This is an optimization exercise on Yosys and OpenROAD, whose aim is small area and a short achievable clock period, not a production implementation. Function was checked by simulation only, so behaviour that the tests miss may differ from the original.

## FFT_TOB
module FFT_TOB (
  input  wire signed [15:0] Input_re,
  input  wire signed [15:0] Input_Im,
  input  wire               cordic_Valid,
  input  wire               clk,
  input  wire               rst,
  output wire signed [15:0] Output_FFT_Re,
  output wire signed [15:0] Output_FFT_Im,
  output wire               Data_Valid
);
  reg [3:0] p;
  reg       dv;
  always @(posedge clk or negedge rst)
    if (!rst) begin
      p  <= 4'd0;
      dv <= 1'b0;
    end else begin
      if (cordic_Valid) p <= p + 4'd1;
      if (p == 4'd14)   dv <= 1'b1;
    end
  assign Data_Valid = dv;
  wire p3 = p[3], p2 = p[2], p1 = p[1], p0 = p[0];
  wire first = (p == 4'd0);
  wire last  = (p == 4'd15);
  reg [127:0] d1r, d1i;    
  reg [63:0]  d2r, d2i;    
  reg [31:0]  d3r, d3i;    
  reg [15:0]  d4r, d4i;    
  reg [15:0]  zr, zi;      
  reg [16:0]  y0, y1;      
  reg         yw1, yw3, yw9, yw2, yw6, yw4, yodp, yodn, yosp, yosn;
  reg [15:0]  ar, ai;      
  reg [15:0]  br, bi;      
  wire [15:0] xr = Input_re, xi = Input_Im;
  wire [15:0] r1r = d1r[127:112], r1i = d1i[127:112];
  wire [15:0] r2r = d2r[63:48],   r2i = d2i[63:48];
  wire [15:0] r3r = d3r[31:16],   r3i = d3i[31:16];
  wire [15:0] r4r = d4r,          r4i = d4i;
  wire [15:0] a1r, a1i, b1r, b1i;
  rca u_a1r (.a(r1r), .b(xr),  .ci(1'b0), .s(a1r));
  rca u_a1i (.a(r1i), .b(xi),  .ci(1'b0), .s(a1i));
  rca u_b1r (.a(r1r), .b(~xr), .ci(1'b1), .s(b1r));
  rca u_b1i (.a(r1i), .b(~xi), .ci(1'b1), .s(b1i));
  wire [15:0] s1r = p3 ? a1r : r1r;
  wire [15:0] s1i = p3 ? a1i : r1i;
  wire [15:0] w1r = p3 ? b1r : xr;
  wire [15:0] w1i = p3 ? b1i : xi;
  wire c2 = ~p3 & p2;
  wire [15:0] b2r, b2i, a2r, a2i;
  rca u_b2r (.a(r2r), .b(~(c2 ? r1i : s1r)),      .ci(1'b1), .s(b2r));
  rca u_b2i (.a(r2i), .b(c2 ? r1r : ~s1i),        .ci(~c2),  .s(b2i));
  wire [15:0] w2r = p2 ? b2r : s1r;
  wire [15:0] w2i = p2 ? b2i : s1i;
  rca u_a2r (.a(r2r), .b(s1r), .ci(1'b0), .s(a2r));
  rca u_a2i (.a(r2i), .b(s1i), .ci(1'b0), .s(a2i));
  wire [3:0]  q   = p + 4'd2;
  wire [15:0] t2r = d2r[31:16], t2i = d2i[31:16];
  wire [15:0] t1r = d1r[95:80], t1i = d1i[95:80];
  wire        qsw = ~q[3] & q[2];
  wire [15:0] yr, yi;
  rca u_yr (.a(t2r), .b(qsw ? t1i : 16'd0),  .ci(1'b0), .s(yr));
  rca u_yi (.a(t2i), .b(qsw ? ~t1r : 16'd0), .ci(qsw), .s(yi));
  wire qw1 = (q == 4'd5);
  wire qw3 = (q == 4'd7) | (q == 4'd9);
  ...
Size: roughly 3700 cells after synthesis, about 630 flip-flops, roughly 38000 µm² of cells after synthesis.
export LEC_CHECK = 0
export CAP_MARGIN = 20
export CORE_MARGIN = 2
export CORE_UTILIZATION = 40
export SLEW_MARGIN = 20
export SETUP_SLACK_MARGIN = 13.3
create_clock -name core_clock -period 27.0 [get_ports {clk}]
standard.sh (not shown) runs the stock make flow with config.mk's settings and CLKGATE_MAP_FILE= SYNTH_SCRIPT=/design/flow/synth_recipe.tcl, a recipe that flattens the netlist after the stock synthesis.
==> flow/flow/run.sh <==
#!/bin/bash
cp standard.sh standard_sh_copy.log
echo "export SETUP_SLACK_MARGIN = 13.3" >> config.mk
bash standard.sh > standard.log 2>&1
Next try:
==> flow/run.sh (new file) <==
#!/bin/bash
# synth_recipe.tcl (not shown) runs the flow's synth.tcl, then flattens the netlist and writes it again
# the make line also repeats each setting of config.mk as NAME=value (left out here)
make -C /OpenROAD-flow-scripts/flow DESIGN_CONFIG=/design/flow/config.mk WORK_HOME=/design/flow/orfs CLKGATE_MAP_FILE= SYNTH_SCRIPT=/design/flow/synth_recipe.tcl finish
Settings changed: SETUP_SLACK_MARGIN 13.3 to not set, SYNTH_HIERARCHICAL set to 1.
removed: flow/flow/run.sh
removed: flow/standard.sh
After rerunning: Sequential share of layout area decreases by 1.6 points. Non-clock buffer count is lower by 22. Setup slack is worse by 0.89 ns. Synthesized cell count is higher by 6.5%. Hold slack is better by 0.018 ns. Global-route usage shrinks by 1.7 points. Final cell count went up by 6.5%.

* * *

Another version of the RTL of FFT_TOB (not shown whole).
Size in the first run: roughly 3600 cells after synthesis, about 630 flip-flops, roughly 68 I/O pins, about 37000 um^2 of cells after synthesis.
==> flow/config.mk <==
export PLATFORM = sky130hd
export DESIGN_NAME = FFT_TOB
export DESIGN_NICKNAME = FFT_TOB
export VERILOG_FILES = /design/flow/design.v
export SDC_FILE = /design/flow/constraint.sdc
export NUM_CORES = 4
export LEC_CHECK = 0
export CAP_MARGIN = 20
export CORE_MARGIN = 2
export CORE_UTILIZATION = 40
export CTS_BUF_LIST = sky130_fd_sc_hd__clkbuf_8
export SLEW_MARGIN = 20
export SETUP_SLACK_MARGIN = 13.3
==> flow/constraint.sdc <==
create_clock -name core_clock -period 27.0 [get_ports {clk}]
set_input_delay 5.4000 -clock core_clock [delete_from_list [all_inputs] [get_ports {clk}]]
set_output_delay 5.4000 -clock core_clock [all_outputs]
set_load 0.01 [all_outputs]
==> flow/flow/run.sh <==
#!/bin/bash
cp standard.sh standard_sh_copy.log
echo "export SETUP_SLACK_MARGIN = 13.3" >> config.mk
bash standard.sh > standard.log 2>&1
Next try:
==> flow/run.sh (new file) <==
#!/bin/bash
# synth_recipe.tcl (not shown) runs the flow's synth.tcl, then flattens the netlist and writes it again
# the make line also repeats each setting of config.mk as NAME=value (left out here)
make -C /OpenROAD-flow-scripts/flow DESIGN_CONFIG=/design/flow/config.mk WORK_HOME=/design/flow/orfs CLKGATE_MAP_FILE= SYNTH_SCRIPT=/design/flow/synth_recipe.tcl finish
Settings changed: CORE_UTILIZATION 40 to 65, CTS_BUF_LIST sky130_fd_sc_hd__clkbuf_8 to not set, SETUP_SLACK_MARGIN 13.3 to not set.
removed: flow/flow/run.sh
removed: flow/standard.sh
- final area goes down by 2.4%
- setup slack is worse by 1.5 ns
- die area went down by 38%
- sequential share of layout area went up by 0.72 points
- worst hold slack gets better by 0.019 ns
- global-route usage came out higher by 14 points
Next try:
==> flow/flow/run.sh (new file) <==
#!/bin/bash
cp standard.sh standard_sh_copy.log
echo "export SETUP_SLACK_MARGIN = 13.1" >> config.mk
bash standard.sh > standard.log 2>&1
==> flow/standard.sh (new file) <==
#!/bin/bash
# synth_recipe.tcl (not shown) runs the flow's synth.tcl, then flattens the netlist and writes it again
# the make line also repeats each setting of config.mk as NAME=value (left out here)
make -C /OpenROAD-flow-scripts/flow DESIGN_CONFIG=/design/flow/config.mk WORK_HOME=/design/flow/orfs CLKGATE_MAP_FILE= SYNTH_SCRIPT=/design/flow/synth_recipe.tcl "${@:-finish}"
Settings changed: CORE_UTILIZATION 65 to 40, CTS_BUF_LIST set to sky130_fd_sc_hd__clkbuf_8 sky130_fd_sc_hd__clkbuf_16, CTS_CLUSTER_DIAMETER set to 120, CTS_CLUSTER_SIZE set to 25, SETUP_SLACK_MARGIN set to 13.1.
removed: flow/run.sh
Outcome:
- utilization came out lower by 28 points
- global-route usage came out lower by 15 points
- wire length came out lower by 6.6%
- synthesized cell count does not change
Next try:
==> flow/flow/run.sh (replaced) <==
#!/bin/bash
cp standard.sh standard_sh_copy.log
echo "export SETUP_SLACK_MARGIN = 13.3" >> config.mk
bash standard.sh > standard.log 2>&1
Settings changed: SETUP_SLACK_MARGIN 13.1 to 13.3.
Register-to-register slack improves by 0.65 ns.
Worst hold slack stays flat.
Core utilization went down by 0.14 points.
Global-route usage went down by 0.21 points.
Routed wire length went down by 1.6%.
Synthesized cell count stays the same.
Design area went down by 0.32%.
Via count went down by 0.63%.

-- static timing again, ports no longer ideal --
In the flow no input, the clock included, has a driving cell. The finished layouts below were timed again as built, in two steps. Step 1 assumes that a clkbuf_16 drives the clock port and a buf_2 every other input. Step 2 adds t to the input delays and takes it off the output delays; t is the mean of the earliest and latest rising clock arrival at the registers after step 1. Input paths then give back, and output paths get back, about the clock's delay inside the block. Three values: ideal, step 1, step 2; two values: the first two.
| run | shift t [ns] | setup WS [ns] | worst register clock-pin slew, ns | worst slew at a driven data input, ns |
|---|---|---|---|---|
| the first run of note 1 | 0.673 | 13.329 / 13.308 / 13.304 | 0.07 / 0.07 | 0.08 |
| the second run of note 1 | 0.674 | 12.444 / 12.419 / 12.419 | 0.07 / 0.07 | 0.07 |
| the first run of note 2 | 0.754 | 13.354 / 13.327 / 13.327 | 0.08 / 0.08 | 0.11 |
| the second run of note 2 | 0.698 | 11.849 / 11.788 / 12.485 | 0.08 / 0.08 | 0.17 |
| the third run of note 2 | 0.674 | 13.210 / 13.116 / 13.116 | 0.12 / 0.12 | 0.09 |
| the fourth run of note 2 | 0.669 | 13.366 / 13.335 / 13.335 | 0.11 / 0.11 | 0.11 |
After both steps setup and hold are still met in every run listed. The setup slack of the third run of note 2, which loses most, moves by -0.094 ns with the drivers and by -0.094 ns with both steps.
